Context: an optimization exercise on an open-source flow, tuned for small area, a short achievable clock period and few clock cycles per item. The choices shown serve that exercise and are no tape-out recipe.
In this exercise RTL edits were held to simulation tests only and were not proved equivalent to the original.

### run.sh
#!/bin/bash
# synth_recipe.tcl (not shown) runs the flow's synth.tcl, then flattens the netlist and writes it again
# the make line also repeats each setting of config.mk as NAME=value (left out here)
make -C /OpenROAD-flow-scripts/flow DESIGN_CONFIG=/design/flow/config.mk WORK_HOME=/design/flow/orfs CLKGATE_MAP_FILE= SYNTH_SCRIPT=/design/flow/synth_recipe.tcl finish
### config.mk
export PLATFORM = sky130hd
export DESIGN_NAME = mmm
export DESIGN_NICKNAME = mmm
export VERILOG_FILES = /design/flow/design.v
export SDC_FILE = /design/flow/constraint.sdc
export NUM_CORES = 4
export LEC_CHECK = 0
export CAP_MARGIN = 20
export CORE_MARGIN = 2
export CORE_UTILIZATION = 35
export SETUP_SLACK_MARGIN = 0.3
export SLEW_MARGIN = 20
export SYNTH_HIERARCHICAL = 1
### constraint.sdc
create_clock -name core_clock -period 12.0 [get_ports {clk}]
set_input_delay 2.4000 -clock core_clock [delete_from_list [all_inputs] [get_ports {clk}]]
set_output_delay 2.4000 -clock core_clock [all_outputs]
set_load 0.01 [all_outputs]
### design.v
module mmm_control #(
   parameter integer N = 32,
   parameter integer K = 1,
   parameter integer F = 4
) (
   input wire clk,
   input wire rn,
   input wire start,
   output wire iter,
   output wire fin,
   output wire sel,
   output wire [1:0] fcnt,
   output wire ready
);
localparam integer STEPS = N / K;
localparam integer CNT_SIZE = $clog2(STEPS);
reg [CNT_SIZE-1:0] cnt;
reg i_iter;
reg i_fin;
reg i_sel;
reg i_ready;
wire done_iter = i_iter & (cnt == (STEPS-1));
wire done_fin = i_fin & (cnt[1:0] == (F-1));
always @(posedge clk, negedge rn) begin
   if (!rn) cnt <= 0;
   else if (start | done_iter) cnt <= 0;
   else cnt <= cnt + 1;
end
assign fcnt = cnt[1:0];
always @(posedge clk, negedge rn) begin
   if (!rn) begin
      i_iter <= 1'b0;
      i_fin <= 1'b0;
      i_sel <= 1'b0;
      i_ready <= 1'b0;
   end else begin
      i_iter <= start | (i_iter & ~done_iter);
      i_fin <= ~start & (done_iter | (i_fin & ~done_fin));
      i_sel <= ~start & done_fin;
      i_ready <= ~start & i_sel;
   end
end
assign iter = i_iter;
assign fin = i_fin;
assign sel = i_sel;
assign ready = i_ready;
endmodule
module mmm_iteration #(
   parameter integer N = 32
) (
   input wire [3:0] a,
   input wire [3:0] ab,
   input wire [N-1:0] b,
   input wire [N-1:0] n,
   input wire [N+1:0] s_ps,
   input wire [N+1:0] c_ps,
   input wire ci_ps,
   output wire [N+1:0] s_ns,
   output wire [N+1:0] c_ns,
   output wire ci_ns
);
localparam integer TW = N + 6;
wire [3:0] v = s_ps[3:0] + c_ps[3:0] + ci_ps + ab;
wire ni1 = ~n[1];
wire [1:0] m0 = {v[1] ^ (v[0] & ni1), v[0]};
wire e0_s1 = m0[0];                  
wire e0_s2 = m0[1] & ~m0[0];         
wire e0_ng = m0[1] & m0[0];          
wire [3:0] en0 = e0_s1 ? (e0_ng ? (4'd0 - n[3:0]) : n[3:0]) : (e0_s2 ? {n[2:0], 1'b0} : 4'd0);
wire [3:0] v1 = v + en0;
wire [1:0] m1 = {v1[3] ^ (v1[2] & ni1), v1[2]};
wire e1_s1 = m1[0];
wire e1_s2 = m1[1] & ~m1[0];
wire e1_ng = m1[1] & m1[0];
wire [N:0] m0v = ({(N+1){e0_s1}} & {1'b0, n}) | ({(N+1){e0_s2}} & {n, 1'b0});
wire [N:0] m1v = ({(N+1){e1_s1}} & {1'b0, n}) | ({(N+1){e1_s2}} & {n, 1'b0});
wire [TW-1:0] r0 = {{(TW-N-2){1'b0}}, s_ps};
wire [TW-1:0] r1 = {{(TW-N-2){1'b0}}, c_ps};
wire [TW-1:0] p0 = {{(TW-N){1'b0}}, b & {N{a[0]}}};
wire [TW-1:0] p1 = {{(TW-N-1){1'b0}}, b & {N{a[1]}}, ci_ps};
wire [TW-1:0] p2 = {{(TW-N-2){1'b0}}, b & {N{a[2]}}, 1'b0, e0_ng};
wire [TW-1:0] p3 = {{(TW-N-3){1'b0}}, b & {N{a[3]}}, e1_ng, 2'b00};
wire [TW-1:0] q0 = {{(TW-N-2){1'b0}}, ~e0_ng, m0v ^ {(N+1){e0_ng}}};
wire [TW-1:0] q1 = {{(TW-N-4){1'b0}}, ~e1_ng, m1v ^ {(N+1){e1_ng}}, 2'b00};
wire [TW-1:0] s1, c1, s2, c2, s3, c3, s4, c4, s5, c5, s6, c6;
mmm_csa #(.W(TW)) u_l1a (.x(r0), .y(r1), .z(p0), .s(s1), .c(c1));
mmm_csa #(.W(TW)) u_l1b (.x(p1), .y(p2), .z(p3), .s(s2), .c(c2));
mmm_csa #(.W(TW)) u_l2 (.x(s1), .y(c1), .z(s2), .s(s3), .c(c3));
mmm_csa #(.W(TW)) u_l3 (.x(s3), .y(c3), .z(q0), .s(s4), .c(c4));
mmm_csa #(.W(TW)) u_l4 (.x(s4), .y(c4), .z(c2), .s(s5), .c(c5));
mmm_csa #(.W(TW)) u_l5 (.x(s5), .y(c5), .z(q1), .s(s6), .c(c6));
assign s_ns = s6[N+5:4];
assign c_ns = c6[N+5:4];
assign ci_ns = |{s6[3:0], c6[3:0]};
endmodule
module mmm_csa #(
   parameter integer W = 8
) (
   input wire [W-1:0] x,
   input wire [W-1:0] y,
   input wire [W-1:0] z,
   output wire [W-1:0] s,
   output wire [W-1:0] c
);
assign s = x ^ y ^ z;
assign c = {((x[W-2:0] & y[W-2:0]) | (x[W-2:0] & z[W-2:0]) | (y[W-2:0] & z[W-2:0])), 1'b0};
endmodule
module mmm #(
   parameter integer N = 256
) (
   input wire clk,
   input wire rn,
   input wire start,
   input wire [N-1:0] a,
   input wire [N-1:0] b,
   input wire [N-1:0] n,
   output wire ready,
   output wire [N-1:0] y
);
localparam integer K = 4;                     
localparam integer F = 4;                     
localparam integer W = 65;                    
localparam integer SW = W * F;                
localparam integer PW = N + 2;                
localparam [SW-1:0] NEG_CB = 260'hf5555555555555555555555555555555555555555555555555555555555555556;
wire iter;
wire fin;
wire sel;
wire [1:0] fcnt;
reg [N-1:0] a_reg;
reg [SW-1:0] b_reg;
reg [N-1:0] n_reg;
reg [K-1:0] ab_reg;
reg [SW-1:0] s_reg;
reg [SW-1:0] c_reg;
reg yt_reg;    
reg ct_reg;    
reg y1_reg;    
reg c1_reg;    
reg y2_reg;    
reg c2_reg;    
wire [PW-1:0] s_ns;
wire [PW-1:0] c_ns;
wire ci_ns;
mmm_control #(
   .N(N),
   .K(K),
   .F(F)
) u_ctrl (
   .clk(clk),
   .rn(rn),
   .start(start),
   .iter(iter),
   .fin(fin),
   .sel(sel),
   .fcnt(fcnt),
   .ready(ready)
);
mmm_iteration #(
   .N(N)
) u_it (
   .a(a_reg[K-1:0]),
   .ab(ab_reg),
   .b(b_reg[N-1:0]),
   .n(n_reg),
   .s_ps(s_reg[PW-1:0]),
   .c_ps(c_reg[PW-1:0]),
   .ci_ps(yt_reg),
   .s_ns(s_ns),
   .c_ns(c_ns),
   .ci_ns(ci_ns)
);
always @(posedge clk) n_reg <= n;
wire [K-1:0] a_nx = start ? a[K-1:0] : a_reg[2*K-1:K];
wire [K-1:0] b_nx = start ? b[K-1:0] : b_reg[K-1:0];
wire [2*K-1:0] ab_full = a_nx * b_nx;
always @(posedge clk) begin
   if (start) a_reg <= a;
   else a_reg <= a_reg >> K;
end
always @(posedge clk) ab_reg <= ab_full[K-1:0];
wire [SW-1:0] n_ext = {{(SW-N){1'b0}}, n_reg};
wire [W-1:0] nc = n_ext[fcnt*W +: W];
wire [W-1:0] kc = NEG_CB[fcnt*W +: W];
wire [W-1:0] sc = s_reg[W-1:0];
wire [W-1:0] cc = c_reg[W-1:0];
wire [W-1:0] x0 = sc ^ cc ^ kc;
wire [W-1:0] y0 = (sc & cc) | (sc & kc) | (cc & kc);
wire [W-1:0] y0s = {y0[W-2:0], yt_reg};
wire [W:0] t_c = {1'b0, x0} + {1'b0, y0s} + ct_reg;
wire [W-1:0] x1 = x0 ^ y0s ^ ~nc;
wire [W-1:0] y1 = (x0 & y0s) | (x0 & ~nc) | (y0s & ~nc);
wire [W:0] d1_c = {1'b0, x1} + {1'b0, y1[W-2:0], y1_reg} + c1_reg;
wire [W-1:0] x2 = x0 ^ y0s ^ nc;
wire [W-1:0] y2 = (x0 & y0s) | (x0 & nc) | (y0s & nc);
wire [W:0] d2_c = {1'b0, x2} + {1'b0, y2[W-2:0], y2_reg} + c2_reg;
always @(posedge clk) begin
   if (iter) begin
      yt_reg <= ci_ns;
      ct_reg <= 1'b0;
      y1_reg <= 1'b0;
      c1_reg <= 1'b1;
      y2_reg <= 1'b0;
      c2_reg <= 1'b0;
   end else if (fin) begin
      yt_reg <= y0[W-1];
      ct_reg <= t_c[W];
      y1_reg <= y1[W-1];
      c1_reg <= d1_c[W];
      y2_reg <= y2[W-1];
      c2_reg <= d2_c[W];
   end else begin
      yt_reg <= 1'b0;
      ct_reg <= 1'b0;
      y1_reg <= 1'b0;
      c1_reg <= 1'b1;
      y2_reg <= 1'b0;
      c2_reg <= 1'b0;
   end
end
always @(posedge clk) begin
   if (start) b_reg <= {{(SW-N){1'b0}}, b};
   else if (fin) b_reg <= {d2_c[W-1:0], b_reg[SW-1:W]};
end
wire [SW-1:0] s_sel = s_reg[SW-1] ? b_reg : (c_reg[SW-1] ? s_reg : c_reg);
wire [SW-1:0] s_alt = fin ? {t_c[W-1:0], s_reg[SW-1:W]} : sel ? s_sel : {SW{1'b0}};
wire [SW-1:0] c_alt = fin ? {d1_c[W-1:0], c_reg[SW-1:W]} : {SW{1'b0}};
always @(posedge clk) begin
   s_reg <= iter ? {{(SW-PW){1'b0}}, s_ns} : s_alt;
   c_reg <= iter ? {{(SW-PW){1'b0}}, c_ns} : c_alt;
end
assign y = s_reg[N-1:0];
endmodule
==> results of run 1 <==
per-layer routing:
metal | track usage [%] | share of wire [%] | routed length [um] | vias up
li1 | - | - | - | 39800
met5 | 0 | 0.027 | 123 | -
met4 | 10.6 | 4.5 | 20500 | 22
met2 | 42.6 | 47 | 218000 | 4631
met3 | 5.25 | 8.9 | 41200 | 806
met1 | 33.2 | 39 | 181000 | 47100
cell families after synthesis:
| logic type | share of synthesized area, % |
|---|---|
| flip-flops | 26.1 |
| XOR/XNOR | 3.42 |
| adder cells (fa/ha/maj) | 31.5 |
| buffers and inverters | 6.31 |
| AO/OA/AOI/OAI | 11.8 |
| AND/OR/NAND/NOR | 13.3 |
| multiplexers | 7.49 |
| other | 0.0218 |
area by class of cell:
| class | instances | area [sq um] |
|---|---|---|
| clock inverters | 86 | 988 |
| fillers | 33500 | 204000 |
| multi-input cells | 8630 | 81600 |
| clock buffers | 225 | 4990 |
| well taps | 4557 | 5700 |
| diodes | 26 | 65.1 |
| flip-flops and latches | 1312 | 31500 |
| repair buffers | 1136 | 11300 |
| inverters | 720 | 2720 |
synth_stat cells (17+ instances only):
cell      count  share of area (%)
nor2_1      191               0.60
fa_1       1770                 29
a22o_1      199                1.4
nand3_1     532                2.2
buf_1        58               0.18
xnor2_1     362                2.6
nor2b_1      20               0.10
and3_1       17              0.088
mux2_2      617                5.8
nand2b_1    272                1.4
nor3_1       39               0.16
nand2_1     875                2.7
a211oi_1     18               0.11
xor2_1       83               0.60
edfxtp_1    514                 13
mux2i_1      70               0.58
clkbuf_1    662                2.1
a21o_1      117               0.73
nand4_1      51               0.26
inv_1       720                2.2
dfxtp_1     788                 13
o31ai_1      20               0.12
buf_4       266                1.7
buf_2        34               0.14
ha_1        204                2.1
a21oi_1     485                2.0
and2_1     1040                5.4
a31oi_1      36               0.19
o21bai_1     35               0.22
o21ai_0    1075                4.5
o211ai_1     17               0.11
a221oi_1    206                1.5
mux4_2       61                1.1
through the flow:
stage	std cells	hold WS (ns)	instance area [sq um]	setup slack [ns]
after floorplan	11700	0.434	121000	2.77
after global placement	16400	0.438	133000	4.19
after detailed placement	16400	0.442	133000	4.17
after CTS	16700	0.439	139000	4.14
after global routing	16700	0.430	139000	4.01
final	16700	0.421	139000	4.09
cells in the final DEF (no fill, tap or decap), drive strengths merged, types with 20 or more instances in the layout:
master | synthesis | layout
clkdlybuf4s50 | 0 | 1026
o31ai | 23 | 23
nand2 | 876 | 876
a22o | 199 | 199
mux2 | 617 | 617
a221oi | 206 | 206
xor2 | 83 | 83
nor3 | 39 | 39
a31oi | 39 | 39
xnor2 | 363 | 363
nand4 | 51 | 51
edfxtp | 514 | 514
diode | 0 | 26
inv | 720 | 735
mux4 | 61 | 61
nor2 | 191 | 191
mux2i | 70 | 70
dfxtp | 788 | 788
a21oi | 489 | 489
nand3 | 534 | 534
conb | 7 | 43
o21bai | 36 | 36
o21ai | 1085 | 1085
fa | 1770 | 1770
nor2b | 20 | 20
ha | 204 | 204
a21o | 117 | 117
and2 | 1040 | 1040
nand2b | 272 | 272
clkbuf | 662 | 225
buf | 360 | 110
clkinv | 0 | 47
final timing paths:
kind / from / slack (ns) / depth (start not counted) / endpoint
max in group asynchronous: rn / 9.46 / 1 / u_ctrl.i_fin$_DFF_PN0_
worst max-delay path: u_ctrl.cnt[0]$_DFF_PN0_ / 4.09 / 18 / c_reg[246]$_DFF_P_
worst min-delay path: a_reg[37]$_DFF_P_ / 0.42 / 1 / a_reg[33]$_DFF_P_
worst max register to register: u_ctrl.cnt[0]$_DFF_PN0_ / 4.09 / 18 / c_reg[246]$_DFF_P_
min in group asynchronous: rn / 1.96 / 1 / u_ctrl.i_ready$_DFF_PN0_
worst min register to register: a_reg[37]$_DFF_P_ / 0.42 / 1 / a_reg[33]$_DFF_P_
==> impl_metrics.csv, run 1 <==
group,metric,value,unit
yosys,synth_area_per_cell,10.3,sq um
worst_hold_path,hold_path_class,"reg -> reg",
yosys,synth-edff-count,514,
grt,grt_pass1_vias,94900,
status,status,"complete, no violations",
place,io_buffers,1027,
yosys,yosys_register_bits,1312,
worst_setup_path,cpPeakStageDelay,0.79,ns
clock_network,post_cts_buffers,0,
worst_setup_path,path_common_cell,"o21ai_0",
worst_setup_path,slowest_stage,"nor4_1",
worst_setup_path,critPathLaunchType,"flop",
sta,setup_tns,0,ns
sta,rsz0062_at_grt,"no",
yosys,synthCells,11600,
cells_and_area,layout-drive-gt1-share,9.39,%
sta,post-route-period-util,65.9,%
sta,skew,0.0631,ns
yosys,synth.cell_area,120000,sq um
sta,worst_pin_slew,1.30,ns
clock_network,clkSinkCount,1312,
yosys,async_flop_share,0.762,%
worst_setup_path,worst_ep_required_time,12.74,ns
clock_network,cts.repair.resized,0,
grt,antenna_found_initial,43,
sta,finalMaxSlewViolations,0,
detailed_routing,wire_per_inst,27.6,um
detailed_routing,drt_iter0_drc,8734,
detailed_routing,route.final.wire_length,460000,um
run,drv_cap,0,
worst_setup_path,path_delay_family,"compound AO/OA/AOI/OAI gates",
sta,relSlewSlack,13.5,%
floorplanning,rows,215,
place,place.gp.congestion,0.936,
grt,grt_max_degree,196,
grt,track_usage,25.9,%
worst_setup_path,cp-end-kind,"flop",
floorplanning,start_util,35.1,%
sta,fmax,126,MHz
cells_and_area,nets,14700,
sta,period_needed,7.91,ns
floorplanning,chipWidth,591,um
clock_network,clock_latency,0.90,ns
place,dp_hpwl,342000,um
detailed_routing,drt_pass1_iterations,6,
detailed_routing,antenna_violating_nets_post_route,0,
yosys,ys_types,95,
sta,hold_viol_final,0,
worst_setup_path,critPathMaxFanout,17,
floorplanning,die_height,591,um
clock_network,cts-hold-fix-buffers,0,
clock_network,cts_tree,"done",
clock_network,cts_max_path_buffers,4,
worst_setup_path,worstSetupPathType,"reg -> reg",
yosys,yosysWarnings,8,
grt,global_route.overflow_total,0,
clock_network,htree_num_levels,4,
detailed_routing,viasPerCell,5.53,
cells_and_area,final_util,40.5,%
clock_network,numCtsBuffers,171,
sta,finalSetupViolCount,0,
worst_setup_path,cp_data_arrival_time,8.65,ns
yosys,yosysSeqAreaShare,26.1,%
clock_network,cts_root_buf,"clkbuf_16",
floorplanning,io_pins,1028,
floorplanning,core,343000,sq um
detailed_routing,drc_errors,0,
clock_network,cts.clk_slew.worst_paths,0.06,ns
detailed_routing,via_count,92300,
yosys,synth_flop_cell,"dfxtp_1",
worst_setup_path,crit_chain,"inv_4 -> buf_4 -> fa_1 -> inv_1 -> fa_1 -> ha_1 -> nand4_1 -> nor4_1 -> inv_1 -> a211oi_1 -> o21ai_0 -> a21oi_1 -> a221oi_1 -> nor3b_1 -> a21oi_1 -> o21ai_0 -> xnor2_1 -> o21ai_0",
floorplanning,dieArea,349000,sq um
grt,grt_pass1_wl,665000,um
worst_setup_path,crit_buf_inv,4,
cells_and_area,area_delta_synth_final,15.3,%
Testbench counts, summed over its fixed seeds: cycles 17,944, items 256.
==> inputs of run 2 (changes only) <==
--- a/design.v
+++ b/design.v
@@ -82,28 +82,21 @@
 wire [TW-1:0] p3 = {{(TW-N-3){1'b0}}, b & {N{a[3]}}, e1_ng, 2'b00};
 wire [TW-1:0] q0 = {{(TW-N-2){1'b0}}, ~e0_ng, m0v ^ {(N+1){e0_ng}}};
 wire [TW-1:0] q1 = {{(TW-N-4){1'b0}}, ~e1_ng, m1v ^ {(N+1){e1_ng}}, 2'b00};
-wire [TW-1:0] s1, c1, s2, c2, s3, c3, s4, c4, s5, c5, s6, c6;
-mmm_csa #(.W(TW)) u_l1a (.x(r0), .y(r1), .z(p0), .s(s1), .c(c1));
-mmm_csa #(.W(TW)) u_l1b (.x(p1), .y(p2), .z(p3), .s(s2), .c(c2));
-mmm_csa #(.W(TW)) u_l2 (.x(s1), .y(c1), .z(s2), .s(s3), .c(c3));
-mmm_csa #(.W(TW)) u_l3 (.x(s3), .y(c3), .z(q0), .s(s4), .c(c4));
-mmm_csa #(.W(TW)) u_l4 (.x(s4), .y(c4), .z(c2), .s(s5), .c(c5));
-mmm_csa #(.W(TW)) u_l5 (.x(s5), .y(c5), .z(q1), .s(s6), .c(c6));
+   wire [TW-1:0] s1 = r0 ^ r1 ^ p0; 
+   wire [TW-1:0] c1 = {((r0 & r1) | (r0 & p0) | (r1 & p0)), 1'b0};
+   wire [TW-1:0] s2 = p1 ^ p2 ^ p3; 
+   wire [TW-1:0] c2 = {((p1 & p2) | (p1 & p3) | (p2 & p3)), 1'b0};
+   wire [TW-1:0] s3 = s1 ^ c1 ^ s2; 
+   wire [TW-1:0] c3 = {((s1 & c1) | (s1 & s2) | (c1 & s2)), 1'b0};
+   wire [TW-1:0] s4 = s3 ^ c3 ^ q0; 
+   wire [TW-1:0] c4 = {((s3 & c3) | (s3 & q0) | (c3 & q0)), 1'b0};
+   wire [TW-1:0] s5 = s4 ^ c4 ^ c2; 
+   wire [TW-1:0] c5 = {((s4 & c4) | (s4 & c2) | (c4 & c2)), 1'b0};
+   wire [TW-1:0] s6 = s5 ^ c5 ^ q1; 
+   wire [TW-1:0] c6 = {((s5 & c5) | (s5 & q1) | (c5 & q1)), 1'b0};
 assign s_ns = s6[N+5:4];
 assign c_ns = c6[N+5:4];
 assign ci_ns = |{s6[3:0], c6[3:0]};
-endmodule
-module mmm_csa #(
-   parameter integer W = 8
-) (
-   input wire [W-1:0] x,
-   input wire [W-1:0] y,
-   input wire [W-1:0] z,
-   output wire [W-1:0] s,
-   output wire [W-1:0] c
-);
-assign s = x ^ y ^ z;
-assign c = {((x[W-2:0] & y[W-2:0]) | (x[W-2:0] & z[W-2:0]) | (y[W-2:0] & z[W-2:0])), 1'b0};
 endmodule
 module mmm #(
    parameter integer N = 256
--- a/config.mk
+++ b/config.mk
@@ -10,4 +10,3 @@
 export CORE_UTILIZATION = 35
 export SETUP_SLACK_MARGIN = 0.3
 export SLEW_MARGIN = 20
-export SYNTH_HIERARCHICAL = 1
==> run 2 against run 1 <==
Worst hold slack improved by 0.021 ns. Synthesized cell count up 3.5%. Global-route usage grew 0.22 points. Core utilization is essentially flat. Via count fell by 1.2%. Routed wire length is 1.4% higher. Register-to-register slack got worse by 1.4 ns. Sequential share of layout area decreased by 0.23 points. Critical endpoint is now yt_reg$_DFF_P_. Largest cell class unchanged.
==> impl_metrics.csv, run 2 <==
group,metric,value,unit
yosys,yosysWarnings,2,
cells_and_area,fillers,33900,
place,place.gp.congestion,0.926,
worst_setup_path,cp-end-kind,"flop",
sta,finalSetupViolCount,0,
clock_network,clkSinkCount,1312,
detailed_routing,viasPerCell,5.29,
yosys,synth-edff-count,514,
sta,post-route-period-util,77.4,%
floorplanning,dieArea,352000,sq um
grt,grt_max_degree,127,
clock_network,cts_root_buf,"clkbuf_16",
clock_network,cts-hold-fix-buffers,0,
worst_setup_path,critPathLaunchType,"flop",
worst_setup_path,critPathMaxFanout,41,
yosys,synth_area_per_cell,10.1,sq um
sta,setup_tns,0,ns
grt,global_route.overflow_total,0,
place,io_buffers,1027,
floorplanning,io_pins,1028,
clock_network,cts.clk_slew.worst_paths,0.06,ns
worst_setup_path,worst_ep_required_time,12.76,ns
sta,relSlewSlack,23.1,%
clock_network,numCtsBuffers,175,
floorplanning,die_height,594,um
sta,period_needed,9.28,ns
floorplanning,rows,216,
clock_network,cts.repair.resized,0,
detailed_routing,antenna_violating_nets_post_route,0,
grt,antenna_found_initial,85,
yosys,synth_top_area_cell,"fa_1",
yosys,synthCells,12100,
worst_setup_path,worstSetupPathType,"reg -> reg",
run,drv_cap,0,
worst_hold_path,hold_path_class,"reg -> reg",
sta,rsz0062_at_grt,"no",
yosys,synth.cell_area,122000,sq um
yosys,yosys_register_bits,1312,
detailed_routing,drc_errors,0,
yosys,yosysMostFrequentCell,"inv_1",
grt,track_usage,26.1,%
cells_and_area,regArea,31500,sq um
detailed_routing,drt_pass1_iterations,6,
detailed_routing,route.final.wire_length,467000,um
worst_setup_path,cp_data_arrival_time,10.04,ns
yosys,yosysTopAreaCellShare,28.7,%
sta,skew,0.0866,ns
grt,grt_pass1_wl,677000,um
yosys,async_flop_share,0.762,%
cells_and_area,area_delta_synth_final,15.3,%
cells_and_area,final_common_cell,"inv_1",
detailed_routing,drt_iter0_drc,8089,
clock_network,clock_latency,0.93,ns
cells_and_area,multiInputGateArea,77500,sq um
floorplanning,core,346000,sq um
yosys,synth_flop_cell,"dfxtp_1",
clock_network,cts_max_path_buffers,4,
cells_and_area,nets,15200,
clock_network,htree_num_levels,4,
yosys,yosysSeqAreaShare,25.9,%
sta,finalMaxSlewViolations,0,
sta,fmax,108,MHz
yosys,synth.area.top_cells,"fa_1 (29%), dfxtp_1 (13%), edfxtp_1 (13%)",
status,status,"complete, no violations",
yosys,synthTopCellsByCount,"inv_1 (2213), fa_1 (1746), and2_1 (970), dfxtp_1 (788), nand2_1 (706)",
detailed_routing,wire_per_inst,27.1,um
clock_network,post_cts_buffers,0,
grt,grt_pass1_vias,95300,
detailed_routing,via_count,91200,
floorplanning,chipWidth,594,um
floorplanning,start_util,35.2,%
yosys,ys_types,88,
sta,worst_pin_slew,1.15,ns
place,dp_hpwl,344000,um
cells_and_area,layout_common_cells,"inv_1 (2210), fa_1 (1745), clkdlybuf4s50_1 (1026), and2_1 (969), dfxtp_1 (783)",
cells_and_area,layout-drive-gt1-share,8.61,%
sta,hold_viol_final,0,
clock_network,cts_tree,"done",
sta,whs,0.442,ns
-- run 2: cell types whose count changed after synthesis, moves of 139 or more --
| cell | delta |
|---|---|
| nand3_1 | -480 |
| nand2b_1 | -251 |
| nand2_1 | -169 |
| inv_1 | +1493 |
| o21ai_0 | -594 |
| a22oi_1 | +225 |
| xnor2_1 | +244 |
| clkbuf_1 | -139 |
-- run 2: logic make-up after synthesis --
family                   share of synthesized area [%]
AO/OA/AOI/OAI                                     11.4
buffers and inverters                             10.5
XOR/XNOR                                          5.05
multiplexers                                      7.13
AND/OR/NAND/NOR                                   9.06
flip-flops                                        25.9
adder cells (fa/ha/maj)                           31.0
-- run 2: worst paths after layout --
check / to / slack, ns / start / depth (start not counted)
max: yt_reg$_DFF_P_ / 2.72 / s_reg[0]$_DFFE_PP_ / 26
min: a_reg[75]$_DFF_P_ / 0.44 / a_reg[79]$_DFF_P_ / 1
max reg2reg: yt_reg$_DFF_P_ / 2.72 / s_reg[0]$_DFFE_PP_ / 26
min reg2reg: a_reg[75]$_DFF_P_ / 0.44 / a_reg[79]$_DFF_P_ / 1
max in group asynchronous: u_ctrl.cnt[0]$_DFF_PN0_ / 9.39 / rn / 1
min in group asynchronous: u_ctrl.i_ready$_DFF_PN0_ / 1.94 / rn / 1
-- run 2: layout make-up --
type / count / area share, %
timing repair buffer: 1126 / 8.00
tap: 4578 / 4.08
clock buffer: 239 / 3.58
multi-input combinational: 7629 / 55.3
clock inverter: 83 / 0.628
sequential: 1312 / 22.4
antenna: 40 / 0.0713
inverter: 2214 / 5.93
-- run 2: routing by layer --
metal  wire, um  global-route usage (%)  part of all wire [%]
met3      41100                    5.25                   8.8
met4      20600                    10.8                   4.4
met2     218000                    42.4                    47
met5        285                       0                 0.061
met1     186000                    34.0                    40
-- run 2: critical path: stages, from the launching register on --
cell,delay (ns)
edfxtp_1,0.48
fa_1,0.56
ha_4,0.19
fa_2,1.23
nor2b_4,0.29
buf_4,0.40
nand2_1,0.12
o21ai_0,0.10
ha_1,0.25
a31oi_1,0.49
inv_1,0.09
a21oi_1,0.21
xnor2_1,0.12
xnor2_2,0.44
xnor2_4,0.16
buf_4,0.64
nand2_1,0.39
fa_1,0.55
fa_1,0.55
inv_1,0.05
fa_1,0.38
fa_1,0.53
fa_1,0.41
nor4_1,0.25
nand2_1,0.08
nand2_1,0.06
o21ai_0,0.08
-- run 2: per-stage QoR --
| step | instance area [sq um] | cells | worst slack [ns] | util (%) |
|---|---|---|---|---|
| final | 140000 | 17200 | 2.72 | 40.6 |
| after CTS | 140000 | 17200 | 2.72 | 40.5 |
| after detailed placement | 134000 | 16900 | 2.74 | 38.8 |
| after global placement | 134000 | 16900 | 2.93 | 38.8 |
| after floorplan | 122000 | 12100 | 2.44 | - |
| after global routing | 140000 | 17200 | 2.25 | 40.5 |
Testbench counts of run 2, summed over its fixed seeds: cycles 17,944, items 256.

==> afterwards: timing with drivers on the ports <==
The flow's constraints put no driver on any port. The routed layouts listed below were extracted and timed again, unchanged, in two steps. Step 1, drivers: a clkbuf_16 drives clk and a buf_2 each remaining input, both assumed. Step 2 times the ports against the registers' clock, not the clock port: input delays grow and output delays shrink by t, the midpoint of the rising clock arrivals with the driver on. Slacks: ideal ports / drivers / drivers and shift; pairs: ideal ports / drivers.
| run | t (ns) | setup slack, ns | cell pins on the clock port's net |
|---|---|---|---|
| run 1 | 0.969 | 4.087 / 4.087 / 4.087 | 1 |
| run 2 | 0.993 | 2.717 / 2.717 / 2.717 | 1 |
After both steps every run listed still meets setup and hold.
